Context: an optimization exercise on an open-source flow, tuned for small area. The choices shown serve that exercise and are no tape-out recipe. At most, simulation tests tie the RTL to the original design; equivalence was not proved. For run 1, only the layout was checked, not whether the RTL still works. No activity file was given, so power comes from the tool's default toggle rates.

[flow/flow/run.sh]
#!/bin/bash
# Standard synthesis and layout; port buffers use the smallest buffer and
# the clock tree is built without dummy loads.
set -e
export BUFFER_PORTS_ARGS="-buffer_cell sky130_fd_sc_hd__buf_1"
export CTS_ARGS="-sink_clustering_enable -repair_clock_nets -dont_use_dummy_load -buf_list sky130_fd_sc_hd__clkbuf_4"
bash standard.sh > standard.log 2>&1
[flow/standard.sh]
#!/bin/bash
# synth_recipe.tcl (not shown) runs the flow's synth.tcl, then flattens the netlist and writes it again
# the make line also repeats each setting of config.mk as NAME=value (left out here)
make -C /OpenROAD-flow-scripts/flow DESIGN_CONFIG=/design/flow/config.mk WORK_HOME=/design/flow/orfs CLKGATE_MAP_FILE= SYNTH_SCRIPT=/design/flow/synth_recipe.tcl "${@:-finish}"
[flow/config.mk]
export PLATFORM = sky130hd
export DESIGN_NAME = clock_route_control_div
export DESIGN_NICKNAME = clock_route_control_div
export VERILOG_FILES = /design/flow/design.v
export SDC_FILE = /design/flow/constraint.sdc
export NUM_CORES = 4
export LEC_CHECK = 0
export CAP_MARGIN = 20
export CORE_MARGIN = 2
export CORE_UTILIZATION = 40
export SLEW_MARGIN = 20
[flow/constraint.sdc]
create_clock -name core_clock -period 5.0 [get_ports {clock}]
set_input_delay 1.0000 -clock core_clock [delete_from_list [all_inputs] [get_ports {clock}]]
set_output_delay 1.0000 -clock core_clock [all_outputs]
set_load 0.01 [all_outputs]
[flow/design.v]
module clock_cell_dffr(
	input wire ck,
	input wire rn,
	input wire d,
	output wire out
);
reg out_reg;
assign out = out_reg;
always @(posedge ck or negedge rn)
begin
	if(!rn)
		out_reg <= 1'b0;
	else
		out_reg <= d;
end
endmodule
module clock_logic_cross_sync_0(
	input  wire clock,
	input  wire resetn,
	input  wire data_in,
	output wire data_out
);
wire data_metastable;
clock_cell_dffr clock_domain_cross_sync(
	.ck(clock),
	.rn(resetn),
	.d(data_in),
	.out(data_metastable)
);
clock_cell_dffr meta_stable_remover(
	.ck(clock),
	.rn(resetn),
	.d(data_metastable),
	.out(data_out)
);
endmodule
module clock_logic_delay_chain_0(
	input  wire clock,
	input  wire resetn,
	input  wire data_in,
	output wire data_delay_1,
	output wire data_delay_2,
	output wire data_delay_3,
	output wire data_delay_4
);
reg [4:1] delay;
assign data_delay_1 = delay[1];
assign data_delay_2 = delay[2];
assign data_delay_3 = delay[3];
assign data_delay_4 = delay[4];
always @(posedge clock or negedge resetn)
begin
	if(~resetn)
		delay <= 4'b0;
	else
		delay <= {delay[3:1], data_in};
end
endmodule
module clock_route_control_div(
	input  wire clock,
	input  wire async_resetn,
	input  wire async_enable,
	output  reg async_enable_ack,
	input  wire async_update,
	output wire async_update_ack,
	input  wire [7:0] mfi,
	input  wire [7:0] mfn,
	input  wire [7:0] mfd,
	output wire control_path_data0_or_gate,
	output wire control_path_data1_and_gate
);
reg en_s1, enable, up_s1, update, update_prev;
reg [7:0] mfi_int, mfn_int, mfd_int;
reg [7:0] rem_n;   
reg remainder_overflow;
reg counter_in_1;
reg data1_clk, pre_data0_clk;
reg [7:0] ratio_samp;
genvar i;
wire update_edge = update & ~update_prev;
assign async_update_ack = update_prev;
reg [7:0] count;
wire [7:0] cnt = count;
wire [7:0] addend_n = ~(mfn_int & {8{counter_in_1}});
wire [8:0] ca;
wire [7:0] nsum;
assign ca[0] = ~(remainder_overflow & counter_in_1);
wire [8:0] cs;
wire [7:0] ndm1;
assign cs[0] = 1'b1;
generate for (i = 0; i < 8; i = i + 1) begin : g_acc
	assign nsum[i] = rem_n[i] ^ addend_n[i] ^ ca[i];
	assign ca[i+1] = (rem_n[i] & addend_n[i]) | (ca[i] & (rem_n[i] ^ addend_n[i]));
	assign ndm1[i] = nsum[i] ^ mfd_int[i] ^ cs[i];
	assign cs[i+1] = (nsum[i] & mfd_int[i]) | (cs[i] & (nsum[i] ^ mfd_int[i]));
end endgenerate
wire gt = ~cs[8];
wire take = counter_in_1 & gt;
wire [7:0] rem_next = take ? ndm1 : nsum;
wire ovf_next = counter_in_1 ? gt : remainder_overflow;
wire [8:0] ci;
wire [7:0] podf;
assign ci[0] = remainder_overflow;
generate for (i = 0; i < 8; i = i + 1) begin : g_podf
	assign podf[i] = mfi_int[i] ^ ci[i];
	assign ci[i+1] = mfi_int[i] & ci[i];
end endgenerate
wire podf_is_1 = (mfi_int[7:1] == 7'd0) & (mfi_int[0] ^ remainder_overflow);
wire load = podf_is_1 | (async_enable_ack & counter_in_1 & enable);
wire [8:0] bd;
wire [7:0] cm1;
assign bd[0] = 1'b1;
generate for (i = 0; i < 8; i = i + 1) begin : g_dec
	assign cm1[i] = count[i] ^ bd[i];
	assign bd[i+1] = ~count[i] & bd[i];
end endgenerate
wire cnt_zero = bd[8];
wire [7:0] shortx = {1'b0, ratio_samp[7:1]};
wire [8:0] g1;
assign g1[0] = 1'b0;
generate for (i = 0; i < 8; i = i + 1) begin : g_cmp1
	assign g1[i+1] = (cnt[i] & ~shortx[i]) | (g1[i] & (cnt[i] | ~shortx[i]));
end endgenerate
wire d1_next = g1[8];
wire [8:0] g2;
assign g2[0] = 1'b0;
generate for (i = 0; i < 8; i = i + 1) begin : g_cmp2
	assign g2[i+1] = (cm1[i] & ~shortx[i]) | (g2[i] & (cm1[i] | ~shortx[i]));
end endgenerate
wire d0_next = ratio_samp[0] ? (g2[8] & ~cnt_zero) : g1[8];
always @(posedge clock or negedge async_resetn)
begin
	if (~async_resetn) begin
		en_s1 <= 1'b0; enable <= 1'b0;
		up_s1 <= 1'b0; update <= 1'b0; update_prev <= 1'b0;
		mfi_int <= 8'd0; mfn_int <= 8'd0; mfd_int <= 8'd0;
		rem_n <= 8'hff; remainder_overflow <= 1'b0;
		async_enable_ack <= 1'b0;
		counter_in_1 <= 1'b1;
		count <= 8'd0;
		ratio_samp <= 8'd0;
		data1_clk <= 1'b0; pre_data0_clk <= 1'b0;
	end else begin
		en_s1 <= async_enable; enable <= en_s1;
		up_s1 <= async_update; update <= up_s1; update_prev <= update;
		if (update_edge) begin
			mfi_int <= mfi; mfn_int <= mfn; mfd_int <= mfd;
		end
		rem_n <= update_edge ? {8{~ovf_next}} : rem_next;
		if (counter_in_1) begin
			remainder_overflow <= gt;
			async_enable_ack <= enable;
			ratio_samp <= podf;
		end
		counter_in_1 <= podf_is_1 | (count == 8'd2) | ~async_enable_ack;
		count <= load ? podf : (cm1 & {8{async_enable_ack}});
		data1_clk <= d1_next;
		pre_data0_clk <= d0_next;
	end
end
assign control_path_data0_or_gate = pre_data0_clk;
assign control_path_data1_and_gate = data1_clk;
endmodule
==> results of run 1 <==
[metrics by stage]
stage | hold slack (ps) | setup WS, ps
final | 371.6 | 329.0
after global routing | 383.6 | 22.70
after CTS | 371.1 | 290.0
after detailed placement | 347.7 | 316.5
after global placement | 338.5 | 370.9
after floorplan | 331.2 | 43.02
[power by group]
part           internal (mW)  switching (mW)
Combinational          0.561           0.682
Clock                 0.0833           0.146
Sequential             0.651           0.105
Total                   1.29           0.933
[synthesized netlist by cell type, types with 2 or more instances]
master,number
dfrtp_1,49
inv_1,34
mux2_2,23
o21ai_0,22
nand2_1,21
ha_1,16
fa_1,14
dfstp_2,9
o2bb2ai_1,8
nor2_1,7
a21oi_1,5
buf_2,5
and2_1,4
clkbuf_1,4
nand2b_1,3
o22ai_1,3
maj3_1,2
mux2i_1,2
nand3_1,2
nor3_1,2
o221ai_1,2
o32ai_1,2
xnor2_1,2
[area by class of cell]
class / instances / area, µm²
Clock buffer: 9 / 67.56
Fill cell: 705 / 3940
Inverter: 34 / 127.6
Multi-Input combinational cell: 155 / 1345
Sequential cell: 58 / 1463
Tap cell: 99 / 123.9
Timing Repair Buffer: 35 / 147.6
[routing by layer]
metal  routed length [µm]  track usage  vias up
li1                     -            -      934
met1                 2638       0.2092      954
met2                 2320       0.2206       37
met3                  256      0.04107        8
met4                  121      0.07308        0
met5                    0            0        -
[state kept, by name, summed over array words and instances, names as in the netlist]
| name | count |
|---|---|
| counter_in_1 | 1 |
| mfi_int | 8 |
| data1_clk | 1 |
| up_s1 | 1 |
| ratio_samp | 8 |
| update | 1 |
| count | 8 |
| async_enable_ack | 1 |
| pre_data0_clk | 1 |
| remainder_overflow | 1 |
| update_prev | 1 |
| rem_n | 8 |
| enable | 1 |
| mfd_int | 8 |
| en_s1 | 1 |
| mfn_int | 8 |
[cells by family (layout without fill, tap and decap cells)]
logic type / after synthesis / after routing / share of synthesized area
compound gates: 49 / 49 / 0.1061
xor+xnor: 3 / 3 / 0.008840
fa+ha+maj: 33 / 33 / 0.1721
buf+inv: 43 / 78 / 0.05639
flops: 58 / 58 / 0.4920
mux: 25 / 25 / 0.09386
simple gates: 45 / 45 / 0.07072
[worst max-delay path by stage]
| stage | depth (start not counted) | startpoint | end |
|---|---|---|---|
| 2_1_floorplan | 21 | counter_in_1 | rem_n[0] |
| 3_3_place_gp | 18 | counter_in_1 | rem_n[5] |
| 3_5_place_dp | 18 | counter_in_1 | rem_n[0] |
| 4_1_cts | 20 | counter_in_1 | rem_n[6] |
| 5_1_grt | 19 | counter_in_1 | rem_n[7] |
| 6_report | 18 | counter_in_1 | rem_n[0] |
[critical path, delay by kind of cell (launching register included)]
family / cells / cell delay [ps]
buffers and inverters: 5 / 310
adder cells (fa/ha/maj): 9 / 2900
flip-flops: 1 / 560
AND/OR/NAND/NOR: 2 / 310
AO/OA/AOI/OAI: 1 / 170
multiplexers: 1 / 350
==> metrics.md, run 1 <==
| Metric | Value |
|---|---|
| Outcome | `timing/DRC/antenna clean` |
| Syn Inst Count | `256` |
| CTS tree | `yes` |
| Part of the cycle the worst path needs | `0.9342` |
| CP Capture Type | `flop` |
| Yosys cell types | `38` |
| Layout cells sized above 1 | `0.1649` |
| Ranking of synthesized cells by area | `dfrtp_1, fa_1, mux2_2` |
| RSZ-0062 raised after global routing | `no` |
| Num Clock Sinks | `58` |
| Core box area | `0.007214 mm²` |
| Crit-path most repeated cell | `fa_1` |
| Dpl cell area | `0.003207 mm²` |
| Largest net degree at the start of global routing | `59` |
| Synth warnings | `1` |
| Vias/cell | `4.956` |
| Gpl congestion | `0.7751` |
| Post-synthesis sequential area ratio | `0.4920` |
| Clock Tree Buf Depth | `2` |
| Die Width | `90.21 µm` |
| Ys flop type | `dfrtp_1` |
| HPWL after detailed placement | `3.965 mm` |
| Skew final | `20.85 ps` |
| Finished Cell Area | `0.003274 mm²` |
| Pwr dens | `680.4 mW/mm²` |
| Power, Total | `2.228 mW` |
| # resized after CTS | `0` |
| Post-Syn Area | `0.002973 mm²` |
| CP peak stage delay | `560 ps` |
| Slew HR | `0.4760` |
| Clock H-tree levels | `3` |
| Clk Latency, worst-skew pair | `400 ps` |
| Wire per inst | `13.68 µm` |
| Synth area leader | `dfrtp_1` |
| Total Neg Setup Slack | `0 ps` |
| Most frequent cells in the layout | `dfrtp_1, inv_1, buf_1, mux2_2, o21ai_0` |
| Starting Density | `0.4121` |
| Die Y | `90.21 µm` |
| Hold Path End | `update_prev` |
| Finished Core Util | `0.4539` |
| Fin cells | `390` |
| Antenna diode count | `0` |
| Syn Area/Cell | `11.61 µm²` |
| Initial antenna violation count | `0` |
| FF-to-FF End | `rem_n[0]` |
| Endpoints failing hold | `0` |
| DRT antenna net count | `0` |
| Critical path class | `reg -> reg` |
| Max-cap violation count | `0` |
| CTS buffer count | `9` |
| Cell Chain, Critical Path | `and2_1, fa_1, inv_1, fa_1, fa_1, fa_1, fa_1, inv_1, fa_1, inv_1, fa_1, inv_1, fa_1, inv_1, fa_1, nand2b_1, mux2_2, o21ai_0` |
| R2r startpoint | `counter_in_1` |
| DRC | `0` |
| WP data arrival | `5000 ps` |
| Yosys top cell area share | `0.4125` |
| Fin crit period | `4671 ps` |
| Worst-path clk slew | `90 ps` |
| # IOs | `32` |
| FF+latch count, synth | `58` |
| Total Routing Usage GR | `0.1513` |
| Crit-path slowest cell | `dfstp_2` |
| Post-synth EDFFs | `0` |
| P&R area growth vs syn | `10.14%` |
| Pleak | `1.440 nW` |
| Die ar. | `0.008138 mm²` |
| VDD IR max | `0.2193 mV` |
| Req. time, crit path | `5330 ps` |
| Async S/R FF share, synth | `1.000` |
| Slew @ Worst Pin | `782.5 ps` |
| Hold path cells | `0` |
| Hold Crit Start | `update` |
| Initial drt markers | `96` |
| First-pass GRT wire length | `9.701 mm` |
| Post-CTS Hold Fix Bufs | `0` |
| Net Count, Synth | `314` |
| FF-to-FF path depth | `18` |
| DRT Pass-1 Iters | `4` |
| Port bufs | `31` |
| Placed insts | `381` |
| FP Rows | `31` |
| Critical Path Start Type | `flop` |
| Post-Route WL | `5.335 mm` |
| Fmax | `0.2141 GHz` |
| Commonest non-fill, non-tap cell in the layout | `dfrtp_1` |
| Final setup viols | `0` |
| Post-CTS Setup Inserts | `0` |
| Congestion Overflow GR | `0` |
| Max Slew Vio Count | `0` |
| Worst hold path type | `reg -> reg` |
| Vias in the first global route | `2026` |
| Clk root buf | `clkbuf_4` |
| Vias post-DR | `1933` |
| Crit Path Max Fanout | `5` |
| R2r setup slk | `330 ps` |
| Nets | `351` |
==> inputs of run 2 (changes only) <==
--- a/flow/design.v
+++ b/flow/design.v
@@ -79,8 +79,8 @@
 genvar i;
 wire update_edge = update & ~update_prev;
 assign async_update_ack = update_prev;
-reg [7:0] count;
-wire [7:0] cnt = count;
+reg [7:0] count_n;   
+wire [7:0] cnt = ~count_n;
 wire [7:0] addend_n = ~(mfn_int & {8{counter_in_1}});
 wire [8:0] ca;
 wire [7:0] nsum;
@@ -108,12 +108,13 @@
 wire podf_is_1 = (mfi_int[7:1] == 7'd0) & (mfi_int[0] ^ remainder_overflow);
 wire load = podf_is_1 | (async_enable_ack & counter_in_1 & enable);
 wire [8:0] bd;
-wire [7:0] cm1;
+wire [7:0] cm1_n;    
 assign bd[0] = 1'b1;
 generate for (i = 0; i < 8; i = i + 1) begin : g_dec
-	assign cm1[i] = count[i] ^ bd[i];
-	assign bd[i+1] = ~count[i] & bd[i];
+	assign cm1_n[i] = count_n[i] ^ bd[i];
+	assign bd[i+1] = count_n[i] & bd[i];
 end endgenerate
+wire [7:0] cm1 = ~cm1_n;
 wire cnt_zero = bd[8];
 wire [7:0] shortx = {1'b0, ratio_samp[7:1]};
 wire [8:0] g1;
@@ -137,7 +138,7 @@
 		rem_n <= 8'hff; remainder_overflow <= 1'b0;
 		async_enable_ack <= 1'b0;
 		counter_in_1 <= 1'b1;
-		count <= 8'd0;
+		count_n <= 8'hff;
 		ratio_samp <= 8'd0;
 		data1_clk <= 1'b0; pre_data0_clk <= 1'b0;
 	end else begin
@@ -152,8 +153,8 @@
 			async_enable_ack <= enable;
 			ratio_samp <= podf;
 		end
-		counter_in_1 <= podf_is_1 | (count == 8'd2) | ~async_enable_ack;
-		count <= load ? podf : (cm1 & {8{async_enable_ack}});
+		counter_in_1 <= podf_is_1 | (count_n == 8'hfd) | ~async_enable_ack;
+		count_n <= load ? ~podf : (cm1_n | {8{~async_enable_ack}});
 		data1_clk <= d1_next;
 		pre_data0_clk <= d0_next;
 	end
==> flow/flow/run.sh (replaced) <==
#!/bin/bash
# Standard synthesis and layout, with three changes to how the layout is made:
# the combinational logic is re-mapped for area before floorplanning
# (flow/restructure.tcl), port buffers use the smallest buffer, and the
# clock tree is built without dummy loads.
set -e
mkdir -p rmp_work
export PRE_FLOORPLAN_TCL=$PWD/flow/restructure.tcl
export BUFFER_PORTS_ARGS="-buffer_cell sky130_fd_sc_hd__buf_1"
export CTS_ARGS="-sink_clustering_enable -repair_clock_nets -dont_use_dummy_load -buf_list sky130_fd_sc_hd__clkbuf_4"
bash standard.sh > standard.log 2>&1
==> flow/flow/restructure.tcl (new file) <==
# PRE_FLOORPLAN hook: re-map the combinational logic of the standard
# synthesis netlist for area with OpenROAD's restructure (ABC). Registers,
# their names and cell types are left as synthesis made them.
set work [file dirname $::env(FLOW_OUT)]
set lib [lindex $::env(LIB_FILES) 0]
set_dont_use $::env(DONT_USE_CELLS)
report_design_area
restructure -target area -liberty_file $lib \
  -tielo_port sky130_fd_sc_hd__conb_1/LO -tiehi_port sky130_fd_sc_hd__conb_1/HI \
  -work_dir $work/rmp_work -abc_logfile $work/rmp_abc.log
report_design_area
==> metrics.md, run 2 <==
| Metric | Value |
|---|---|
| Outcome | `timing/DRC/antenna clean` |
| Critical Path Start Type | `flop` |
| Finished Cell Area | `0.003203 mm² (-2.2%)` |
| Slew HR | `0.3186 (-0.1574)` |
| Clock H-tree levels | `3 (unchanged)` |
| Syn Area/Cell | `9.320 µm² (-20%)` |
| Port bufs | `31 (unchanged)` |
| Power, Total | `2.143 mW (-3.8%)` |
| DRC | `0 (unchanged)` |
| Die Width | `88.03 µm (-2.4%)` |
| Vias post-DR | `2403 (+24%)` |
| Final setup viols | `0 (unchanged)` |
| Largest net degree at the start of global routing | `59 (unchanged)` |
| First-pass GRT wire length | `10.77 mm (+11%)` |
| Post-Route WL | `6.309 mm (+18%)` |
| Die ar. | `0.007748 mm² (-4.8%)` |
| Fmax | `0.2276 GHz (+6.3%)` |
| Critical path class | `reg -> reg` |
| Synth warnings | `1 (unchanged)` |
| Fin cells | `445 (+14%)` |
| Post-CTS Hold Fix Bufs | `0 (unchanged)` |
| Starting Density | `0.4134 (+0.001299)` |
| Part of the cycle the worst path needs | `0.8788 (-0.05539)` |
| Clk root buf | `clkbuf_4` |
| Num Clock Sinks | `58 (unchanged)` |
| Total Routing Usage GR | `0.1827 (+0.03138)` |
| Clock Power Share | `0.108 (+0.005)` |
| Gpl congestion | `0.8002 (+3.2%)` |
| Seq pwr share | `0.361 (+0.022)` |
| Combinational power share | `0.531 (-0.027)` |
| Fin crit period | `4394 ps (-276.9 ps)` |
| Die Y | `88.03 µm (-2.4%)` |
| Syn Inst Count | `303 (+18%)` |
| Congestion Overflow GR | `0 (unchanged)` |
| Internal power | `1.207 mW (-6.8%)` |
| Worst hold path type | `reg -> reg` |
| Skew final | `23.09 ps (+2.243 ps)` |
| CTS tree | `yes` |
| Net Count, Synth | `331 (+5.4%)` |
| Crit Path Max Fanout | `8 (+3)` |
| Max Slew Vio Count | `0 (unchanged)` |
| VDD IR max | `0.2685 mV (+22%)` |
| Placed insts | `436 (+14%)` |
| Req. time, crit path | `5290 ps (-40 ps)` |
| Wire per inst | `14.18 µm (+3.6%)` |
| Core box area | `0.006832 mm² (-5.3%)` |
| CTS buffer count | `9 (unchanged)` |
| Worst-path clk slew | `100 ps (about the same)` |
| Most frequent cells in the layout | `dfrtp_1, o21ai_0, nor2_1, clkinv_1, buf_1` |
| Dpl cell area | `0.003109 mm² (-3.0%)` |
| Clk Latency, worst-skew pair | `390 ps (about the same)` |
| Max-cap violation count | `0 (unchanged)` |
| Slew @ Worst Pin | `1011 ps (+228.9 ps)` |
| Endpoints failing hold | `0 (unchanged)` |
| P&R area growth vs syn | `13.42%` |
| # IOs | `32 (unchanged)` |
| Initial antenna violation count | `0 (unchanged)` |
| Pwr dens | `668.9 mW/mm² (-1.7%)` |
| Vias in the first global route | `2241 (+11%)` |
| Fillers | `700 (-0.71%)` |
| CP Capture Type | `flop` |
| Switching Fraction | `0.4369 (+0.01797)` |
| Clock Tree Buf Depth | `2 (unchanged)` |
| WP data arrival | `4680 ps (-320 ps)` |
| FP Rows | `30 (-3.2%)` |
| Initial drt markers | `120 (+25%)` |
| Commonest non-fill, non-tap cell in the layout | `dfrtp_1` |
| Layout cells sized above 1 | `0.1175 (-0.04747)` |
| DRT Pass-1 Iters | `5 (+1)` |
| Nets | `379 (+8.0%)` |
| Vias/cell | `5.400 (+8.9%)` |
| Finished Core Util | `0.4689 (+0.01500)` |
| Post-Syn Area | `0.002824 mm² (-5.0%)` |
| Hold slack | `359.1 ps (-12.55 ps)` |
| HPWL after detailed placement | `4.333 mm (+9.3%)` |
| Pleak | `1.290 nW (-10%)` |
| Antenna diode count | `0 (unchanged)` |
| Reported net switching power | `0.9360 mW (+0.29%)` |
| DRT antenna net count | `0 (unchanged)` |
-- run 2: layout make-up --
| cell class | instances | area (µm²) | area share |
|---|---|---|---|
| sequential | 58 | 1473 | 0.4598 |
| inverter | 31 | 116.4 | 0.03633 |
| multi-input combinational | 214 | 1264 | 0.3945 |
| timing repair buffer | 37 | 162.7 | 0.05078 |
| tap | 96 | 120.1 | 0.03750 |
| clock buffer | 9 | 67.56 | 0.02109 |
-- run 2: through the flow --
stage | setup slack [ps] | setup TNS [ps]
6_report | 606.0 | 0
2_1_floorplan | 196.9 | 0
3_3_place_gp | 578.2 | 0
3_5_place_dp | 378.0 | 0
4_1_cts | 323.1 | 0
5_1_grt | -33.03 | -90.59
-- run 2: path summary, 6_finish.rpt --
kind	from	endpoint	slack, ps	cells past startpoint
setup / recovery	counter_in_1	rem_n[1]	610	26
hold / removal	up_s1	update	360	0
setup reg to reg	counter_in_1	rem_n[1]	610	26
hold reg to reg	up_s1	update	360	0
max in group asynchronous	async_resetn	mfd_int[3]	3760	2
min in group asynchronous	async_resetn	mfi_int[2]	750	2
-- run 2: critical path: stages (launching register included) --
cell and delay [ps]:
dfstp_2 580, a22oi_1 100, nor2_1 90, nor2_1 50, nor3_1 170, o21ai_0 130
nor3_1 250, o21ai_1 120, nor3_2 260, o21ai_2 120, o21ai_0 170, o21ai_1 110
o21a_1 130, nor2_1 90, nor2_1 60, nor3_1 160, nand2b_1 180, nor2_1 60
a21oi_2 190, nor2_1 90, o21ai_1 160, o21ai_0 140, a21oi_1 200, clkinv_1 110
buf_4 180, o22a_1 200, o21ai_0 180
-- run 2: routing by layer --
layer / vias up / track usage / routed length, µm
li1: 1221 / - / -
met1: 1122 / 0.2472 / 2979
met2: 47 / 0.2906 / 3000
met3: 13 / 0.03393 / 200
met4: 0 / 0.07438 / 128
met5: - / 0 / 0
-- run 2: power by group through the flow --
| stage | sequential, mW | clock, mW | combinational, mW |
|---|---|---|---|
| after floorplan | 0.758 | 0 | 0.839 |
| after global placement | 0.777 | 0 | 1.07 |
| after detailed placement | 0.780 | 0 | 1.09 |
| after CTS | 0.772 | 0.241 | 1.10 |
| after global routing | 0.795 | 0.262 | 1.31 |
| final | 0.773 | 0.232 | 1.14 |
-- run 2: timing repair --
| action | 4_1_cts | 5_1_grt |
|---|---|---|
| buffers inserted | 0 | 0 |
| hold endpoints to repair | 0 | 0 |
| gates resized for setup | 0 | 15 |
| endpoints found under the setup margin | 0 | 8 |
==> inputs of run 3 (changes only) <==
--- a/flow/design.v
+++ b/flow/design.v
@@ -71,7 +71,7 @@
 );
 reg en_s1, enable, up_s1, update, update_prev;
 reg [7:0] mfi_int, mfn_int, mfd_int;
-reg [7:0] rem_n;   
+reg [7:0] rem_s;   
 reg remainder_overflow;
 reg counter_in_1;
 reg data1_clk, pre_data0_clk;
@@ -79,24 +79,24 @@
 genvar i;
 wire update_edge = update & ~update_prev;
 assign async_update_ack = update_prev;
-reg [7:0] count_n;   
-wire [7:0] cnt = ~count_n;
-wire [7:0] addend_n = ~(mfn_int & {8{counter_in_1}});
+reg [7:0] count;
+wire [7:0] cnt = count;
+wire [7:0] addend = mfn_int & {8{counter_in_1}};
 wire [8:0] ca;
-wire [7:0] nsum;
-assign ca[0] = ~(remainder_overflow & counter_in_1);
+wire [7:0] sum;
+assign ca[0] = remainder_overflow & counter_in_1;
 wire [8:0] cs;
-wire [7:0] ndm1;
-assign cs[0] = 1'b1;
+wire [7:0] dm1;
+assign cs[0] = 1'b0;
 generate for (i = 0; i < 8; i = i + 1) begin : g_acc
-	assign nsum[i] = rem_n[i] ^ addend_n[i] ^ ca[i];
-	assign ca[i+1] = (rem_n[i] & addend_n[i]) | (ca[i] & (rem_n[i] ^ addend_n[i]));
-	assign ndm1[i] = nsum[i] ^ mfd_int[i] ^ cs[i];
-	assign cs[i+1] = (nsum[i] & mfd_int[i]) | (cs[i] & (nsum[i] ^ mfd_int[i]));
+	assign sum[i] = rem_s[i] ^ addend[i] ^ ca[i];
+	assign ca[i+1] = (rem_s[i] & addend[i]) | (rem_s[i] & ca[i]) | (addend[i] & ca[i]);
+	assign dm1[i] = sum[i] ^ ~mfd_int[i] ^ cs[i];
+	assign cs[i+1] = (sum[i] & ~mfd_int[i]) | (sum[i] & cs[i]) | (~mfd_int[i] & cs[i]);
 end endgenerate
-wire gt = ~cs[8];
+wire gt = cs[8];
 wire take = counter_in_1 & gt;
-wire [7:0] rem_next = take ? ndm1 : nsum;
+wire [7:0] rem_next = take ? dm1 : sum;
 wire ovf_next = counter_in_1 ? gt : remainder_overflow;
 wire [8:0] ci;
 wire [7:0] podf;
@@ -108,13 +108,12 @@
 wire podf_is_1 = (mfi_int[7:1] == 7'd0) & (mfi_int[0] ^ remainder_overflow);
 wire load = podf_is_1 | (async_enable_ack & counter_in_1 & enable);
 wire [8:0] bd;
-wire [7:0] cm1_n;    
+wire [7:0] cm1;
 assign bd[0] = 1'b1;
 generate for (i = 0; i < 8; i = i + 1) begin : g_dec
-	assign cm1_n[i] = count_n[i] ^ bd[i];
-	assign bd[i+1] = count_n[i] & bd[i];
+	assign cm1[i] = count[i] ^ bd[i];
+	assign bd[i+1] = ~count[i] & bd[i];
 end endgenerate
-wire [7:0] cm1 = ~cm1_n;
 wire cnt_zero = bd[8];
 wire [7:0] shortx = {1'b0, ratio_samp[7:1]};
 wire [8:0] g1;
@@ -135,10 +134,10 @@
 		en_s1 <= 1'b0; enable <= 1'b0;
 		up_s1 <= 1'b0; update <= 1'b0; update_prev <= 1'b0;
 		mfi_int <= 8'd0; mfn_int <= 8'd0; mfd_int <= 8'd0;
-		rem_n <= 8'hff; remainder_overflow <= 1'b0;
+		rem_s <= 8'd0; remainder_overflow <= 1'b0;
 		async_enable_ack <= 1'b0;
 		counter_in_1 <= 1'b1;
-		count_n <= 8'hff;
+		count <= 8'd0;
 		ratio_samp <= 8'd0;
 		data1_clk <= 1'b0; pre_data0_clk <= 1'b0;
 	end else begin
@@ -147,14 +146,14 @@
 		if (update_edge) begin
 			mfi_int <= mfi; mfn_int <= mfn; mfd_int <= mfd;
 		end
-		rem_n <= update_edge ? {8{~ovf_next}} : rem_next;
+		rem_s <= update_edge ? {8{ovf_next}} : rem_next;
 		if (counter_in_1) begin
 			remainder_overflow <= gt;
 			async_enable_ack <= enable;
 			ratio_samp <= podf;
 		end
-		counter_in_1 <= podf_is_1 | (count_n == 8'hfd) | ~async_enable_ack;
-		count_n <= load ? ~podf : (cm1_n | {8{~async_enable_ack}});
+		counter_in_1 <= podf_is_1 | (count == 8'd2) | ~async_enable_ack;
+		count <= load ? podf : (cm1 & {8{async_enable_ack}});
 		data1_clk <= d1_next;
 		pre_data0_clk <= d0_next;
 	end
==> flow/flow/filter_lib.py (new file) <==
#!/usr/bin/env python3
"""Write a copy of a liberty file without the cells that match the given
don't-use patterns (shell-style), so that ABC inside restructure cannot pick them."""
import fnmatch, re, sys

src, dst = sys.argv[1], sys.argv[2]
patterns = sys.argv[3].split()
text = open(src).read()
out = []
pos = 0
dropped = []
for m in re.finditer(r'\n(\s*)cell\s*\(\s*"?([\w]+)"?\s*\)\s*\{', text):
    if m.start() < pos:
        continue
    name = m.group(2)
    if not any(fnmatch.fnmatchcase(name, p) for p in patterns):
        continue
    # find the matching closing brace
    depth = 0
    i = m.end() - 1
    while True:
        c = text[i]
        if c == '{':
            depth += 1
        elif c == '}':
            depth -= 1
            if depth == 0:
                break
        i += 1
    out.append(text[pos:m.start()])
    pos = i + 1
    dropped.append(name)
out.append(text[pos:])
open(dst, 'w').write(''.join(out))
print("filter_lib: dropped %d cells: %s" % (len(dropped), ' '.join(dropped)))
==> flow/flow/restructure.tcl (replaced) <==
# PRE_FLOORPLAN hook: re-map the combinational logic of the standard
# synthesis netlist for area with OpenROAD's restructure (ABC). Registers,
# their names and cell types are left as synthesis made them. ABC gets a
# copy of the library without the platform's don't-use cells.
set work [file dirname $::env(FLOW_OUT)]
set lib [lindex $::env(LIB_FILES) 0]
set rlib $work/rmp_lib.lib
exec python3 $work/flow/filter_lib.py $lib $rlib $::env(DONT_USE_CELLS) >@ stdout
set_dont_use $::env(DONT_USE_CELLS)
report_design_area
restructure -target area -liberty_file $rlib \
  -tielo_port sky130_fd_sc_hd__conb_1/LO -tiehi_port sky130_fd_sc_hd__conb_1/HI \
  -work_dir $work/rmp_work -abc_logfile $work/rmp_abc.log
report_design_area
--- a/flow/config.mk
+++ b/flow/config.mk
@@ -5,7 +5,7 @@
 export SDC_FILE = /design/flow/constraint.sdc
 export NUM_CORES = 4
 export LEC_CHECK = 0
-export CAP_MARGIN = 20
+export CAP_MARGIN = 0
 export CORE_MARGIN = 2
 export CORE_UTILIZATION = 40
-export SLEW_MARGIN = 20
+export SLEW_MARGIN = 0
==> metrics.md, run 3 <==
| Metric | Value |
|---|---|
| Req. time, crit path | `5230 ps (-60 ps)` |
| WL met1 | `3.218 mm (+8.0%)` |
| DRT antenna net count | `0 (unchanged)` |
| Antenna diode count | `0 (unchanged)` |
| Max Slew Vio Count | `0 (unchanged)` |
| VDD IR max | `0.2742 mV (+2.1%)` |
| CTS buffer count | `9 (unchanged)` |
| Vias post-DR | `2307 (-4.0%)` |
| # IOs | `32 (unchanged)` |
| Seq pwr share | `0.361 (about the same)` |
| Highest routed layer | `met4` |
| Net Count, Synth | `318 (-3.9%)` |
| CP Capture Type | `flop` |
| Initial antenna violation count | `0 (unchanged)` |
| Multi-input gate area | `0.001217 mm² (-3.7%)` |
| Post-Syn Area | `0.002768 mm² (-2.0%)` |
| FP Rows | `30 (unchanged)` |
| First-pass GRT wire length | `10.60 mm (-1.6%)` |
| Cell family with most CP delay | `compound AO/OA/AOI/OAI gates` |
| CP peak stage delay | `600 ps (+20 ps)` |
| Largest net degree at the start of global routing | `59 (unchanged)` |
| Post-CTS Hold Fix Bufs | `0 (unchanged)` |
| Endpoints failing hold | `0 (unchanged)` |
| Vias/cell | `5.519 (+2.2%)` |
| Syn Area/Cell | `9.544 µm² (+2.4%)` |
| Reported net switching power | `0.8967 mW (-4.2%)` |
| Wire per inst | `14.62 µm (+3.1%)` |
| Internal power | `1.130 mW (-6.3%)` |
| Total Routing Usage GR | `0.1812 (-0.001462)` |
| Critical Path Start Type | `flop` |
| Synth warnings | `1 (unchanged)` |
| Part of the cycle the worst path needs | `0.8717 (-0.007144)` |
| Fin crit period | `4358 ps (-35.72 ps)` |
| Starting Density | `0.4096 (-0.003740)` |
| CTS tree | `yes` |
| Worst-path clk slew | `90 ps (about the same)` |
| Vias in the first global route | `2290 (+2.2%)` |
| Slew HR | `0.2988 (-0.01982)` |
| R2r setup slk | `640 ps (+40 ps)` |
| Outcome | `timing/DRC/antenna clean` |
| Clk Latency, worst-skew pair | `390 ps (about the same)` |
| Total Neg Setup Slack | `0 ps (unchanged)` |
| Most frequent cells in the layout | `dfrtp_1, clkinv_1, buf_1, o21ai_0, o22a_1` |
| HPWL after detailed placement | `4.222 mm (-2.6%)` |
| P&R area growth vs syn | `13.29%` |
| Crit Path Max Fanout | `8 (unchanged)` |
| Gpl congestion | `0.8112 (+1.4%)` |
| Fmax | `0.2294 GHz (+0.82%)` |
| Final setup viols | `0 (unchanged)` |
| Crit-path most repeated cell | `o21ai_0` |
| Slew @ Worst Pin | `1041 ps (+29.42 ps)` |
| DRT Pass-1 Iters | `4 (-1)` |
| Port bufs | `31 (unchanged)` |
| Max-cap violation count | `0 (unchanged)` |
| Die Y | `87.18 µm (-0.96%)` |
| Core box area | `0.006756 mm² (-1.1%)` |
| Initial drt markers | `141 (+18%)` |
| Skew final | `21.93 ps (-1.164 ps)` |
| Cell Chain, Critical Path | `nand2_1, nor2_1, o21ai_0, nor3_1, o21ai_1, nor3_1, o21ai_1, nor3_2, o21ai_1, nor3_2, o21ai_0, nor3_1, o21ai_0, nor3_1, o21ai_0, a2bb2oi_1, clkinv_1, o21ai_0, a21boi_2, nor2_1, o21ai_2, o21ai_0, nand2_2, o221ai_1` |
| Post-Route WL | `6.110 mm (-3.2%)` |
| Commonest non-fill, non-tap cell in the layout | `dfrtp_1` |
| Layout cells sized above 1 | `0.07396 (-0.04351)` |
| Critical path class | `reg -> reg` |
| Crit-path slowest cell | `dfstp_2` |
| WP data arrival | `4590 ps (-90 ps)` |
| Pwr dens | `646.5 mW/mm² (-3.3%)` |
| Fillers | `697 (-0.43%)` |
| Pleak | `1.261 nW (-2.3%)` |
| Combinational power share | `0.527 (-0.004)` |
| Num Clock Sinks | `58 (unchanged)` |
| Buffers & Inverters on Critical Path | `1 (-1)` |
| Syn Inst Count | `290 (-4.3%)` |
| Clk root buf | `clkbuf_4` |
| Congestion Overflow GR | `0 (unchanged)` |
| Routed wl met2 | `2.627 mm (-12%)` |
| Met3 Wirelength | `210 µm (+5.0%)` |
| Clock Power Share | `0.113 (+0.005)` |
| Worst hold path type | `reg -> reg` |
| Nets | `368 (-2.9%)` |
| Clock H-tree levels | `3 (unchanged)` |
| Die Width | `87.18 µm (-0.96%)` |
| FF/Latch Area | `0.001453 mm² (-1.4%)` |
| DRC | `0 (unchanged)` |
| Die ar. | `0.007600 mm² (-1.9%)` |
| Hold slack | `348.5 ps (-10.55 ps)` |
| Switching Fraction | `0.4424 (+0.005497)` |
| Clock Tree Buf Depth | `2 (unchanged)` |
| Power, Total | `2.027 mW (-5.4%)` |
-- run 3: cell count changes in the layout (fill, tap and decap cells not counted), sizes merged, moves of 8 or more --
cell / change
o22ai: +8
o21ai: -10
nor2: -10
dfstp: -16
o22a: +12
a22o: -24
dfrtp: +16
-- run 3: per-layer routing --
metal / track usage / vias up
met3: 0.04739 / 4
met1: 0.2625 / 1082
met2: 0.2616 / 43
met4: 0.06573 / 0
li1: - / 1178
met5: 0 / -
-- run 3: power groups by stage --
| stage | clock network, mW | registers, mW | logic (mW) |
|---|---|---|---|
| final | 0.228 | 0.731 | 1.07 |
| after global routing | 0.259 | 0.751 | 1.22 |
| after CTS | 0.243 | 0.739 | 1.01 |
| after detailed placement | 0 | 0.747 | 1.01 |
| after global placement | 0 | 0.745 | 0.983 |
| after floorplan | 0 | 0.720 | 0.792 |
-- run 3: area by class of cell --
cell class | instances | area share
sequential | 58 | 0.4633
tap | 80 | 0.03192
inverter | 32 | 0.03831
clock buffer | 9 | 0.02155
multi-input combinational | 200 | 0.3883
timing repair buffer | 39 | 0.05666
-- run 3: path summary, 6_finish.rpt --
path,from,to,cells after the start
setup reg to reg,counter_in_1,rem_s[4],24
hold reg to reg,en_s1,enable,0
hold / removal,en_s1,enable,0
setup / recovery,counter_in_1,rem_s[4],24
max in group asynchronous,async_resetn,mfd_int[5],2
min in group asynchronous,async_resetn,count[7],2
-- run 3: through the flow --
| stage | util | cells | setup WS [ps] | instance area, µm² |
|---|---|---|---|---|
| floorplan | - | 290 | 684.3 | 2768 |
| global placement | 0.4478 | 406 | 452.3 | 3025 |
| detailed placement | 0.4478 | 406 | 208.1 | 3025 |
| CTS | 0.4578 | 415 | 167.3 | 3093 |
| global route | 0.4641 | 418 | -2.453 | 3136 |
| finish | 0.4641 | 418 | 641.7 | 3136 |
-- run 3: what timing repair did --
| item | CTS | global route |
|---|---|---|
| buffers inserted | 0 | 3 |
| hold endpoints to repair | 0 | 0 |
| setup endpoints to repair | 0 | 9 |
| resized for setup | 0 | 11 |
==> inputs of run 4 (changes only) <==
--- a/flow/config.mk
+++ b/flow/config.mk
@@ -5,7 +5,7 @@
 export SDC_FILE = /design/flow/constraint.sdc
 export NUM_CORES = 4
 export LEC_CHECK = 0
-export CAP_MARGIN = 0
+export CAP_MARGIN = 20
 export CORE_MARGIN = 2
 export CORE_UTILIZATION = 40
-export SLEW_MARGIN = 0
+export SLEW_MARGIN = 20
==> metrics.md, run 4 <==
| Metric | Value |
|---|---|
| Die ar. | `0.007600 mm² (unchanged)` |
| CTS tree | `yes` |
| Outcome | `timing/DRC/antenna clean` |
| P&R area growth vs syn | `13.29% (unchanged)` |
| Vias post-DR | `2307 (unchanged)` |
| Fin crit period | `4358 ps (unchanged)` |
| Worst-path clk slew | `90 ps (about the same)` |
| Antenna diode count | `0 (unchanged)` |
| Setup ws final | `641.7 ps (unchanged)` |
| CTS buffer count | `9 (unchanged)` |
| Clk root buf | `clkbuf_4` |
| DRT antenna net count | `0 (unchanged)` |
| DP Worst Slack | `208.1 ps (unchanged)` |
| VDD IR max | `0.2742 mV (unchanged)` |
| Syn Area/Cell | `9.544 µm² (unchanged)` |
| Initial drt markers | `141 (unchanged)` |
| Crit Path Max Fanout | `8 (unchanged)` |
| Post-Syn Area | `0.002768 mm² (unchanged)` |
| Net Count, Synth | `318 (unchanged)` |
| Max Slew Vio Count | `0 (unchanged)` |
| Largest net degree at the start of global routing | `59 (unchanged)` |
| Critical Path Start Type | `flop` |
| Endpoints failing hold | `0 (unchanged)` |
| Core box area | `0.006756 mm² (unchanged)` |
| Pleak | `1.261 nW (unchanged)` |
| Post-CTS Hold Fix Bufs | `0 (unchanged)` |
| Hold slack | `348.5 ps (unchanged)` |
| Pwr dens | `646.5 mW/mm² (unchanged)` |
| Finished Core Util | `0.4641 (unchanged)` |
| Slew @ Worst Pin | `1041 ps (unchanged)` |
| HPWL after detailed placement | `4.222 mm (unchanged)` |
| # IOs | `32 (unchanged)` |
| Part of the cycle the worst path needs | `0.8717 (unchanged)` |
| Fillers | `697 (unchanged)` |
| Starting Density | `0.4096 (unchanged)` |
| Nets | `368 (unchanged)` |
| Die Width | `87.18 µm (unchanged)` |
| Commonest non-fill, non-tap cell in the layout | `dfrtp_1` |
| Initial antenna violation count | `0 (unchanged)` |
| Port bufs | `31 (unchanged)` |
| Vias/cell | `5.519 (unchanged)` |
| Syn Inst Count | `290 (unchanged)` |
| Layout cells sized above 1 | `0.07396 (unchanged)` |
| Fmax | `0.2294 GHz (unchanged)` |
| Max-cap violation count | `0 (unchanged)` |
| Synth warnings | `1 (unchanged)` |
| Critical path class | `reg -> reg` |
| Req. time, crit path | `5230 ps (about the same)` |
| Worst hold path type | `reg -> reg` |
| Num Clock Sinks | `58 (unchanged)` |
| Clock Tree Buf Depth | `2 (unchanged)` |
| Most frequent cells in the layout | `dfrtp_1, clkinv_1, buf_1, o21ai_0, o22a_1` |
| Clk Latency, worst-skew pair | `390 ps (about the same)` |
| WP data arrival | `4590 ps (about the same)` |
| Congestion Overflow GR | `0 (unchanged)` |
| DRT Pass-1 Iters | `4 (unchanged)` |
| Wire per inst | `14.62 µm (unchanged)` |
| First-pass GRT wire length | `10.60 mm (unchanged)` |
| Total Routing Usage GR | `0.1812 (unchanged)` |
| Gpl congestion | `0.8112 (unchanged)` |
| Finished Cell Area | `0.003136 mm² (unchanged)` |
| Slew HR | `0.2988 (unchanged)` |
| Die Y | `87.18 µm (unchanged)` |
| DRC | `0 (unchanged)` |
| CP Capture Type | `flop` |
| Skew final | `21.93 ps (unchanged)` |
| Clock H-tree levels | `3 (unchanged)` |
| Vias in the first global route | `2290 (unchanged)` |
| Dpl cell area | `0.003025 mm² (unchanged)` |
| Final setup viols | `0 (unchanged)` |
| Post-Route WL | `6.110 mm (unchanged)` |
| FP Rows | `30 (unchanged)` |
## run 4: critical path: stages, from the launching register on
cell       delay (ps)
dfstp_2           600
nand2_1           100
nor2_1            140
o21ai_0           100
nor3_1            220
o21ai_1           100
nor3_1            230
o21ai_1           120
nor3_2            200
o21ai_1           110
nor3_2            190
o21ai_0           130
nor3_1            210
o21ai_0           120
nor3_1            170
o21ai_0           130
a2bb2oi_1         190
clkinv_1          100
o21ai_0            70
a21boi_2          210
nor2_1             90
o21ai_2           200
o21ai_0           160
nand2_2           190
o221ai_1          130
## run 4: routing by layer
layer | vias to the layer above | global-route usage | routed length, µm
met5 | - | 0 | 0
met4 | 0 | 0.06573 | 55
met3 | 4 | 0.04739 | 210
met2 | 43 | 0.2616 | 2627
met1 | 1082 | 0.2625 | 3218
li1 | 1178 | - | -
## run 4: final cells by class
cell class	instances	area, µm²	share of cell area
flip-flops and latches	58	1453	0.4633
well taps	80	100.1	0.03192
inverters	32	120.1	0.03831
repair buffers	39	177.7	0.05666
clock buffers	9	67.56	0.02155
multi-input cells	200	1217	0.3883
## run 4: stage by stage
step	power, mW	TNS (ps)	cells
after floorplan	1.512	0	290
after global placement	1.729	0	406
after detailed placement	1.755	0	406
after CTS	1.990	0	415
after global routing	2.233	-2.453	418
final	2.027	0	418
## run 4: path summary, 6_finish.rpt
check | start | endpoint | slack (ps) | cells past startpoint
max in group asynchronous | async_resetn | mfd_int[5] | 3740 | 2
worst max register to register | counter_in_1 | rem_s[4] | 640 | 24
worst max-delay path | counter_in_1 | rem_s[4] | 640 | 24
worst min-delay path | en_s1 | enable | 350 | 0
min in group asynchronous | async_resetn | count[7] | 740 | 2
worst min register to register | en_s1 | enable | 350 | 0
## run 4: timing repair
item                                    CTS  global route
endpoints found under the setup margin    0             9
gates resized for setup                   0            11
buffers inserted                          0             3
## run 4: report_power, final
part / internal, mW / total (mW) / switching [mW]
Combinational: 0.432 / 1.07 / 0.636
Sequential: 0.615 / 0.731 / 0.116
Clock: 0.0835 / 0.228 / 0.145
Total: 1.13 / 2.03 / 0.897
==> inputs of run 5 (changes only) <==
--- a/flow/config.mk
+++ b/flow/config.mk
@@ -8,4 +8,5 @@
 export CAP_MARGIN = 20
 export CORE_MARGIN = 2
 export CORE_UTILIZATION = 40
+export SETUP_SLACK_MARGIN = -0.3
 export SLEW_MARGIN = 20
==> metrics.md, run 5 <==
| Metric | Value |
|---|---|
| Fin crit period | `4411 ps (+52.26 ps)` |
| Fmax | `0.2267 GHz (-1.2%)` |
| Cell family with most CP delay | `compound AO/OA/AOI/OAI gates` |
| Max Slew Vio Count | `0 (unchanged)` |
| WP data arrival | `4650 ps (+60 ps)` |
| Crit-path slowest cell | `dfstp_2` |
| Pleak | `1.251 nW (-0.79%)` |
| Post-CTS Hold Fix Bufs | `0 (unchanged)` |
| FF/Latch Area | `0.001453 mm² (unchanged)` |
| Port bufs | `31 (unchanged)` |
| Syn Inst Count | `290 (unchanged)` |
| Pwr dens | `643.1 mW/mm² (-0.52%)` |
| Gpl congestion | `0.8112 (unchanged)` |
| CP peak stage delay | `610 ps (about the same)` |
| Buffers & Inverters on Critical Path | `1 (unchanged)` |
| Layout cells sized above 1 | `0.05655 (-0.01742)` |
| Clk root buf | `clkbuf_4` |
| Crit-path most repeated cell | `o21ai_0` |
| Clk Latency, worst-skew pair | `390 ps (about the same)` |
| Setup ws final | `589.4 ps (-52.26 ps)` |
| CTS buffer count | `9 (unchanged)` |
| Skew final | `22.48 ps (+0.5482 ps)` |
| Commonest non-fill, non-tap cell in the layout | `dfrtp_1` |
| CTS tree | `yes` |
| Num Clock Sinks | `58 (unchanged)` |
| Most frequent cells in the layout | `dfrtp_1, o21ai_0, clkinv_1, buf_1, o22a_1` |
| Clock H-tree levels | `3 (unchanged)` |
| DP Worst Slack | `208.1 ps (unchanged)` |
| Post-Route WL | `6.075 mm (-0.57%)` |
| VDD IR max | `0.2737 mV (-0.19%)` |
| Worst-path clk slew | `90 ps (about the same)` |
| Die Y | `87.18 µm (unchanged)` |
| Outcome | `timing/DRC/antenna clean` |
| Critical path class | `reg -> reg` |
| # IOs | `32 (unchanged)` |
| Multi-input gate area | `0.001200 mm² (-1.4%)` |
| Congestion Overflow GR | `0 (unchanged)` |
| Met2 usage | `0.2616 (unchanged)` |
| P&R area growth vs syn | `12.12%` |
| Nets | `366 (-0.54%)` |
| Die ar. | `0.007600 mm² (unchanged)` |
| Core box area | `0.006756 mm² (unchanged)` |
| Wire per inst | `14.60 µm (about the same)` |
| DRT Pass-1 Iters | `4 (unchanged)` |
| FP Rows | `30 (unchanged)` |
| Finished Core Util | `0.4593 (-0.004815)` |
| HPWL after detailed placement | `4.222 mm (unchanged)` |
| GRT Max-Usage Layer | `met1` |
| Vias in the first global route | `2290 (unchanged)` |
| Grt met1 use | `0.2625 (unchanged)` |
| DRT antenna net count | `0 (unchanged)` |
| Initial antenna violation count | `0 (unchanged)` |
| Die Width | `87.18 µm (unchanged)` |
| Slew @ Worst Pin | `1028 ps (-12.73 ps)` |
| DRC | `0 (unchanged)` |
| Synth warnings | `1 (unchanged)` |
| First-pass GRT wire length | `10.60 mm (unchanged)` |
| Post-Syn Area | `0.002768 mm² (unchanged)` |
| Max-cap violation count | `0 (unchanged)` |
| Grt met3 use | `0.04739 (unchanged)` |
| Antenna diode count | `0 (unchanged)` |
| Syn Area/Cell | `9.544 µm² (unchanged)` |
| Cell Chain, Critical Path | `nand2_1, nor2_1, o21ai_0, nor3_1, o21ai_0, nor3_1, o21ai_0, nor3_1, o21ai_0, nor3_1, o21ai_0, nor3_1, o21ai_0, nor3_1, o21ai_0, a2bb2oi_1, clkinv_1, o21ai_0, a21boi_1, nor2_1, o21ai_1, o21ai_0, nand2_2, o221ai_1` |
| Vias post-DR | `2294 (-0.56%)` |
| Final setup viols | `0 (unchanged)` |
| Clock Tree Buf Depth | `2 (unchanged)` |
| Initial drt markers | `151 (+7.1%)` |
| Critical Path Start Type | `flop` |
| Starting Density | `0.4096 (unchanged)` |
| Req. time, crit path | `5240 ps (about the same)` |
| Largest net degree at the start of global routing | `59 (unchanged)` |
| Total Routing Usage GR | `0.1812 (unchanged)` |
| Worst hold path type | `reg -> reg` |
| CP Capture Type | `flop` |
| Endpoints failing hold | `0 (unchanged)` |
| Part of the cycle the worst path needs | `0.8821 (+0.01045)` |
| Slew HR | `0.3073 (+0.008575)` |
| Crit Path Max Fanout | `8 (unchanged)` |
| Vias/cell | `5.514 (about the same)` |
| Net Count, Synth | `318 (unchanged)` |
| Fillers | `700 (+0.43%)` |
run 5: cell type report:
cell class / count / area share
Clock buffer: 9 / 0.02177
Inverter: 32 / 0.03871
Tap cell: 80 / 0.03226
Multi-Input combinational cell: 200 / 0.3867
Timing Repair Buffer: 37 / 0.05242
Sequential cell: 58 / 0.4681
run 5: worst reg2reg max path: cells and delay by family (launching register included):
kind            cells  cell delay [ps]
compound gates     13             1960
buf+inv             1              110
flops               1              610
simple gates       10             1600
run 5: final timing paths:
path,cells past startpoint,startpoint,slack (ps),to
hold / removal,0,en_s1,350,enable
max in group asynchronous,2,async_resetn,3740,update
setup reg to reg,24,counter_in_1,590,rem_s[4]
setup / recovery,24,counter_in_1,590,rem_s[4]
hold reg to reg,0,en_s1,350,enable
min in group asynchronous,2,async_resetn,730,count[7]
run 5: per-layer routing:
layer	routed length [µm]	part of all wire	vias up
met5	0	0	-
met4	85	0.014	0
met3	235	0.039	8
met2	2576	0.42	44
met1	3178	0.52	1069
li1	-	-	1173
run 5: through the flow:
step / instances / hold WS [ps] / setup TNS, ps / instance area [µm²] / total power, mW
after global routing: 416 / 364.2 / -1605 / 3103 / 2.202
after floorplan: 290 / 331.2 / 0 / 2768 / 1.512
after CTS: 415 / 346.8 / 0 / 3093 / 1.990
after global placement: 406 / 337.6 / 0 / 3025 / 1.729
final: 416 / 348.0 / 0 / 3103 / 1.996
after detailed placement: 406 / 334.7 / 0 / 3025 / 1.755
run 5: timing repair:
action,4_1_cts,5_1_grt
resized for setup,0,4
setup endpoints to repair,0,8
setup buffers,0,1
run 5: where the power goes:
group / internal (mW) / switching (mW)
registers: 0.615 / 0.117
logic: 0.414 / 0.621
clock network: 0.0835 / 0.145
total: 1.11 / 0.883
==> inputs of run 6 (changes only) <==
--- a/flow/config.mk
+++ b/flow/config.mk
@@ -7,6 +7,6 @@
 export LEC_CHECK = 0
 export CAP_MARGIN = 20
 export CORE_MARGIN = 2
-export CORE_UTILIZATION = 40
+export CORE_UTILIZATION = 55
 export SETUP_SLACK_MARGIN = -0.3
 export SLEW_MARGIN = 20
==> metrics.md, run 6 <==
| Metric | Value |
|---|---|
| Outcome | `timing/DRC/antenna clean` |
| VDD IR max | `0.2959 mV (+8.1%)` |
| FF-to-FF End | `rem_s[4]` |
| CP peak stage delay | `620 ps (about the same)` |
| First-pass GRT wire length | `10.07 mm (-5.0%)` |
| Commonest non-fill, non-tap cell in the layout | `dfrtp_1` |
| Critical Path Start Type | `flop` |
| Slew HR | `0.3211 (+0.01375)` |
| Clock H-tree levels | `3 (unchanged)` |
| CTS buffer count | `9 (unchanged)` |
| Gpl congestion | `0.8851 (+9.1%)` |
| P&R area growth vs syn | `11.53%` |
| Hold Path End | `enable` |
| CP Capture Type | `flop` |
| Req. time, crit path | `5250 ps (about the same)` |
| Internal power | `1.117 mW (+0.39%)` |
| Max Slew Vio Count | `0 (unchanged)` |
| Total Routing Usage GR | `0.2446 (+0.06341)` |
| Part of the cycle the worst path needs | `0.8868 (+0.004692)` |
| Setup ws final | `566.0 ps (-23.46 ps)` |
| Hold slack | `363.7 ps (+15.74 ps)` |
| Crit-path most repeated cell | `o21ai_0` |
| Crit-path slowest cell | `dfstp_2` |
| Post-Syn Area | `0.002768 mm² (unchanged)` |
| DP Worst Slack | `233.5 ps (+25.48 ps)` |
| R2r setup slk | `570 ps (-20 ps)` |
| Pwr dens | `653.3 mW/mm² (+1.6%)` |
| HPWL after detailed placement | `4.197 mm (-0.59%)` |
| Placed insts | `392 (-3.4%)` |
| Buffers & Inverters on Critical Path | `1 (unchanged)` |
| Fin crit period | `4434 ps (+23.46 ps)` |
| Cell family with most CP delay | `compound AO/OA/AOI/OAI gates` |
| Num Clock Sinks | `58 (unchanged)` |
| Clock Power Share | `0.113 (-0.002)` |
| Combinational power share | `0.523 (+0.004)` |
| Fmax | `0.2255 GHz (-0.53%)` |
| Congestion Overflow GR | `0 (unchanged)` |
| Vias/cell | `5.945 (+7.8%)` |
| Fillers | `441 (-37%)` |
| Switching Fraction | `0.4459 (+0.003626)` |
| Die Width | `74.94 µm (-14%)` |
| FF/Latch Area | `0.001453 mm² (unchanged)` |
| Starting Density | `0.5783 (+0.1687)` |
| Total Neg Setup Slack | `0 ps (unchanged)` |
| Port bufs | `31 (unchanged)` |
| Layout cells sized above 1 | `0.05655 (unchanged)` |
| Seq pwr share | `0.364 (-0.003)` |
| Clk Latency, worst-skew pair | `410 ps (+20 ps)` |
| FF-to-FF path depth | `24 (unchanged)` |
| Cell Chain, Critical Path | `nand2_1, nor2_1, o21ai_0, nor3_1, o21ai_0, nor3_1, o21ai_0, nor3_1, o21ai_0, nor3_1, o21ai_0, nor3_1, o21ai_0, nor3_1, o21ai_0, a2bb2oi_1, clkinv_1, o21ai_0, a21boi_1, nor2_1, o21ai_1, o21ai_0, nand2_2, o221ai_1` |
| Initial antenna violation count | `0 (unchanged)` |
| CTS tree | `yes` |
| Power, Total | `2.017 mW (+1.0%)` |
| Clk root buf | `clkbuf_4` |
| Final setup viols | `0 (unchanged)` |
| Core box area | `0.004786 mm² (-29%)` |
| DRC | `0 (unchanged)` |
| Largest net degree at the start of global routing | `59 (unchanged)` |
| Fin cells | `403 (-3.1%)` |
| Most frequent cells in the layout | `dfrtp_1, o21ai_0, clkinv_1, buf_1, o22a_1` |
| Max-cap violation count | `0 (unchanged)` |
| Finished Cell Area | `0.003087 mm² (-0.52%)` |
| Skew final | `31.82 ps (+9.337 ps)` |
| Post-Route WL | `5.976 mm (-1.6%)` |
| WP data arrival | `4680 ps (+30 ps)` |
| Reported net switching power | `0.8992 mW (+1.9%)` |
| Vias post-DR | `2396 (+4.4%)` |
| Endpoints failing hold | `0 (unchanged)` |
| Synth warnings | `1 (unchanged)` |
| Initial drt markers | `231 (+53%)` |
| Hold path cells | `0 (unchanged)` |
| Syn Area/Cell | `9.544 µm² (unchanged)` |
| DRT Pass-1 Iters | `4 (unchanged)` |
| Hold Crit Start | `en_s1` |
| # IOs | `32 (unchanged)` |
| Critical path class | `reg -> reg` |
| Antenna diode count | `0 (unchanged)` |
| Die ar. | `0.005615 mm² (-26%)` |
| Crit Path Max Fanout | `9 (+1)` |
| Nets | `366 (unchanged)` |
| R2r startpoint | `counter_in_1` |
| Syn Inst Count | `290 (unchanged)` |
| Dpl cell area | `0.003002 mm² (-0.79%)` |
| Multi-input gate area | `0.001200 mm² (unchanged)` |
| Finished Core Util | `0.6450 (+0.1857)` |
| Pleak | `1.251 nW (about the same)` |
| Die Y | `74.94 µm (-14%)` |
| Slew @ Worst Pin | `1008 ps (-20.41 ps)` |
| Worst hold path type | `reg -> reg` |
| Wire per inst | `14.83 µm (+1.5%)` |
| Worst-path clk slew | `90 ps (about the same)` |
| Clock Tree Buf Depth | `2 (unchanged)` |
| Net Count, Synth | `318 (unchanged)` |
| Vias in the first global route | `2196 (-4.1%)` |
| DRT antenna net count | `0 (unchanged)` |
| FP Rows | `25 (-17%)` |
## run 6: final cells by class
cell class	count	share of cell area
sequential	58	0.4706
multi-input combinational	200	0.3887
timing repair buffer	37	0.05270
inverter	32	0.03891
tap	67	0.02716
clock buffer	9	0.02189
## run 6: timing repair
item,4_1_cts,5_1_grt
hold buffers,0,0
buffers inserted,0,2
resized for setup,0,4
setup endpoints to repair,0,8
## run 6: how the worst max path moves through the flow
stage                 start       end  slack [ps]  cells after the start
2_1_floorplan  counter_in_1  rem_s[6]         680                     22
3_3_place_gp   counter_in_1  rem_s[6]         500                     24
3_5_place_dp   counter_in_1  rem_s[6]         230                     24
4_1_cts        counter_in_1  rem_s[4]         200                     24
5_1_grt        counter_in_1  rem_s[4]        -260                     24
6_report       counter_in_1  rem_s[4]         570                     24
## run 6: power by group through the flow
stage / Sequential, mW / Combinational [mW] / Clock [mW]
5_1_grt: 0.754 / 1.20 / 0.264
2_1_floorplan: 0.720 / 0.792 / 0
4_1_cts: 0.739 / 1.02 / 0.238
3_5_place_dp: 0.748 / 1.01 / 0
6_report: 0.733 / 1.05 / 0.229
3_3_place_gp: 0.743 / 0.977 / 0
## run 6: per-layer routing
layer | GRT usage | vias to the layer above | share of wire
met5 | 0 | - | 0
met1 | 0.3666 | 1138 | 0.49
met3 | 0.07631 | 8 | 0.059
li1 | - | 1175 | -
met4 | 0.09722 | 0 | 0.015
met2 | 0.3294 | 75 | 0.44
==> inputs of run 7 (changes only) <==
--- a/flow/config.mk
+++ b/flow/config.mk
@@ -7,6 +7,6 @@
 export LEC_CHECK = 0
 export CAP_MARGIN = 20
 export CORE_MARGIN = 2
-export CORE_UTILIZATION = 55
+export CORE_UTILIZATION = 65
 export SETUP_SLACK_MARGIN = -0.3
 export SLEW_MARGIN = 20
==> metrics.md, run 7 <==
| Metric | Value |
|---|---|
| VDD IR max | `0.3245 mV (+9.7%)` |
| Commonest non-fill, non-tap cell in the layout | `dfrtp_1` |
| Slew @ Worst Pin | `999.0 ps (-8.671 ps)` |
| Crit Path Max Fanout | `14 (+5)` |
| Worst hold path type | `reg -> reg` |
| Fmax | `0.2145 GHz (-4.9%)` |
| Die ar. | `0.004796 mm² (-15%)` |
| Cell Chain, Critical Path | `nand2_1, nor2_1, o21ai_0, nor3_1, o21ai_0, nor3_1, o21ai_0, nor3_1, o21ai_0, nor3_1, o21ai_0, nor3_1, o21ai_0, nor3_1, o21ai_0, a2bb2oi_1, clkinv_1, nor2_1, a21boi_2, nor2_1, o21ai_2, or2_1, o221ai_1` |
| P&R area growth vs syn | `10.62%` |
| Post-Route WL | `5.906 mm (-1.2%)` |
| Placed insts | `375 (-4.3%)` |
| Num Clock Sinks | `58 (unchanged)` |
| Gpl congestion | `0.8382 (-5.3%)` |
| Fin crit period | `4662 ps (+227.5 ps)` |
| Final setup viols | `0 (unchanged)` |
| Vias post-DR | `2373 (-0.96%)` |
| Syn Area/Cell | `9.544 µm² (unchanged)` |
| Finished Core Util | `0.7545 (+0.1096)` |
| Max Slew Vio Count | `0 (unchanged)` |
| Nets | `364 (-0.55%)` |
| Net Count, Synth | `318 (unchanged)` |
| Antenna diode count | `0 (unchanged)` |
| Slew HR | `0.3269 (+0.005842)` |
| HPWL after detailed placement | `4.178 mm (-0.45%)` |
| Initial antenna violation count | `0 (unchanged)` |
| First-pass GRT wire length | `9.998 mm (-0.69%)` |
| DRT antenna net count | `0 (unchanged)` |
| FP Rows | `23 (-8.0%)` |
| # resized after CTS | `0 (unchanged)` |
| Post-Syn Area | `0.002768 mm² (unchanged)` |
| Fin cells | `384 (-4.7%)` |
| Part of the cycle the worst path needs | `0.9323 (+0.04551)` |
| Worst-path clk slew | `80 ps (about the same)` |
| Core box area | `0.004058 mm² (-15%)` |
| Vias in the first global route | `2158 (-1.7%)` |
| Met3 Wirelength | `321 µm (-9.6%)` |
| Clock H-tree levels | `3 (unchanged)` |
| Skew final | `12.56 ps (-19.26 ps)` |
| Crit-path most repeated cell | `o21ai_0` |
| Power, Total | `2.026 mW (+0.46%)` |
| WP data arrival | `4960 ps (+280 ps)` |
| Layout cells sized above 1 | `0.05689 (+0.0003386)` |
| Endpoints failing hold | `0 (unchanged)` |
| DRC | `0 (unchanged)` |
| Wire per inst | `15.38 µm (+3.7%)` |
| Vias/cell | `6.180 (+3.9%)` |
| DP Worst Slack | `57.19 ps (-176.3 ps)` |
| Port bufs | `31 (unchanged)` |
| Die Width | `69.25 µm (-7.6%)` |
| Req. time, crit path | `5300 ps (+50 ps)` |
| Max-cap violation count | `0 (unchanged)` |
| Pwr dens | `661.6 mW/mm² (+1.3%)` |
| # IOs | `32 (unchanged)` |
| Setup ws final | `338.4 ps (-227.5 ps)` |
| Finished Cell Area | `0.003062 mm² (-0.81%)` |
| Synth warnings | `1 (unchanged)` |
| CTS tree | `yes` |
| WL met1 | `2.793 mm (-4.2%)` |
| Initial drt markers | `244 (+5.6%)` |
| Total Routing Usage GR | `0.2657 (+0.02109)` |
| Largest net degree at the start of global routing | `59 (unchanged)` |
| Critical Path Start Type | `flop` |
| Congestion Overflow GR | `0 (unchanged)` |
| CTS buffer count | `9 (unchanged)` |
| Starting Density | `0.6821 (+0.1038)` |
| CP Capture Type | `flop` |
| Routed wl met2 | `2.649 mm (+1.4%)` |
| Post-CTS Setup Inserts | `0 (unchanged)` |
| Clock Tree Buf Depth | `2 (unchanged)` |
| Syn Inst Count | `290 (unchanged)` |
| Clk root buf | `clkbuf_4` |
| Critical path class | `reg -> reg` |
| DRT Pass-1 Iters | `5 (+1)` |
| Die Y | `69.25 µm (-7.6%)` |
| Crit-path slowest cell | `dfstp_4` |
| Clk Latency, worst-skew pair | `390 ps (-20 ps)` |
| Highest routed layer | `met4` |
| Outcome | `timing/DRC/antenna clean` |
| Post-CTS Hold Fix Bufs | `0 (unchanged)` |
| Most frequent cells in the layout | `dfrtp_1, o21ai_0, clkinv_1, buf_1, o22a_1` |
| CP peak stage delay | `720 ps (+100 ps)` |
| Pleak | `1.243 nW (-0.62%)` |
| Fillers | `312 (-29%)` |
| Dpl cell area | `0.002980 mm² (-0.71%)` |
==> run 7: layout make-up <==
type / count / area [µm²] / share of cell area
Sequential cell: 58 / 1456 / 0.4757
Inverter: 32 / 120.1 / 0.03923
Clock buffer: 9 / 67.56 / 0.02207
Multi-Input combinational cell: 200 / 1207 / 0.3944
Tap cell: 50 / 62.56 / 0.02043
Timing Repair Buffer: 35 / 147.6 / 0.04822
==> run 7: report_power, final <==
group	internal, mW	leakage [nW]	switching [mW]
combinational	0.414	0.523	0.640
sequential	0.618	0.678	0.127
clock	0.0834	0.0414	0.143
total	1.12	1.24	0.911
==> run 7: metrics by stage <==
step / setup TNS [ps] / hold WS [ps]
detailed placement: 0 / 334.7
floorplan: 0 / 331.2
global placement: 0 / 332.5
global route: -2629 / 356.7
CTS: 0 / 353.4
finish: 0 / 352.7
==> run 7: final timing paths <==
path	end	depth (start not counted)	slack, ps	start
setup / recovery	rem_s[3]	23	340	counter_in_1
hold / removal	enable	0	350	en_s1
setup reg to reg	rem_s[3]	23	340	counter_in_1
hold reg to reg	enable	0	350	en_s1
max in group asynchronous	count[2]	2	3790	async_resetn
min in group asynchronous	count[7]	2	750	async_resetn
==> run 7: worst max-delay path: cells and delay by family, from the launching register on <==
kind / cells / cell delay (ps)
flops: 1 / 720
buf+inv: 1 / 120
simple gates: 11 / 2080
compound gates: 11 / 1640
==> run 7: metal layers <==
| metal | GRT usage | up-vias |
|---|---|---|
| met4 | 0.1351 | 0 |
| li1 | - | 1168 |
| met2 | 0.4006 | 79 |
| met5 | 0 | - |
| met3 | 0.05233 | 16 |
| met1 | 0.3689 | 1110 |

==> separate check: timing with driven ports <==
In the flow no input, the clock included, has a driving cell. The finished layouts below were timed again as built, in two steps.
Step 1 assumes that a clkbuf_16 drives the clock port and a buf_2 every other input.
Step 2 moves the port delays by t, midway between the first and last clock arrival at a register: inputs arrive t later, outputs are due t later. That takes back most of the time a late clock gives input paths.
Three values: ideal, step 1, step 2; two values: the first two.
run | t, ns | setup slack, ns | worst setup path at the end | clock arrival spread, ns | worst register clock-pin slew, ns
run 1 | 0.419 | 0.329 / 0.329 / 0.329 | register to register | 0.021 / 0.021 | 0.09 / 0.09
run 2 | 0.406 | 0.606 / 0.606 / 0.606 | register to register | 0.024 / 0.024 | 0.10 / 0.10
run 3 | 0.401 | 0.642 / 0.642 / 0.642 | register to register | 0.022 / 0.022 | 0.09 / 0.09
run 4 | 0.401 | 0.642 / 0.642 / 0.642 | register to register | 0.022 / 0.022 | 0.09 / 0.09
run 5 | 0.408 | 0.589 / 0.589 / 0.589 | register to register | 0.022 / 0.023 | 0.09 / 0.09
run 6 | 0.418 | 0.566 / 0.566 / 0.566 | register to register | 0.032 / 0.032 | 0.10 / 0.10
run 7 | 0.410 | 0.338 / 0.338 / 0.338 | register to register | 0.013 / 0.013 | 0.09 / 0.09
After both steps setup and hold are still met in every run listed.
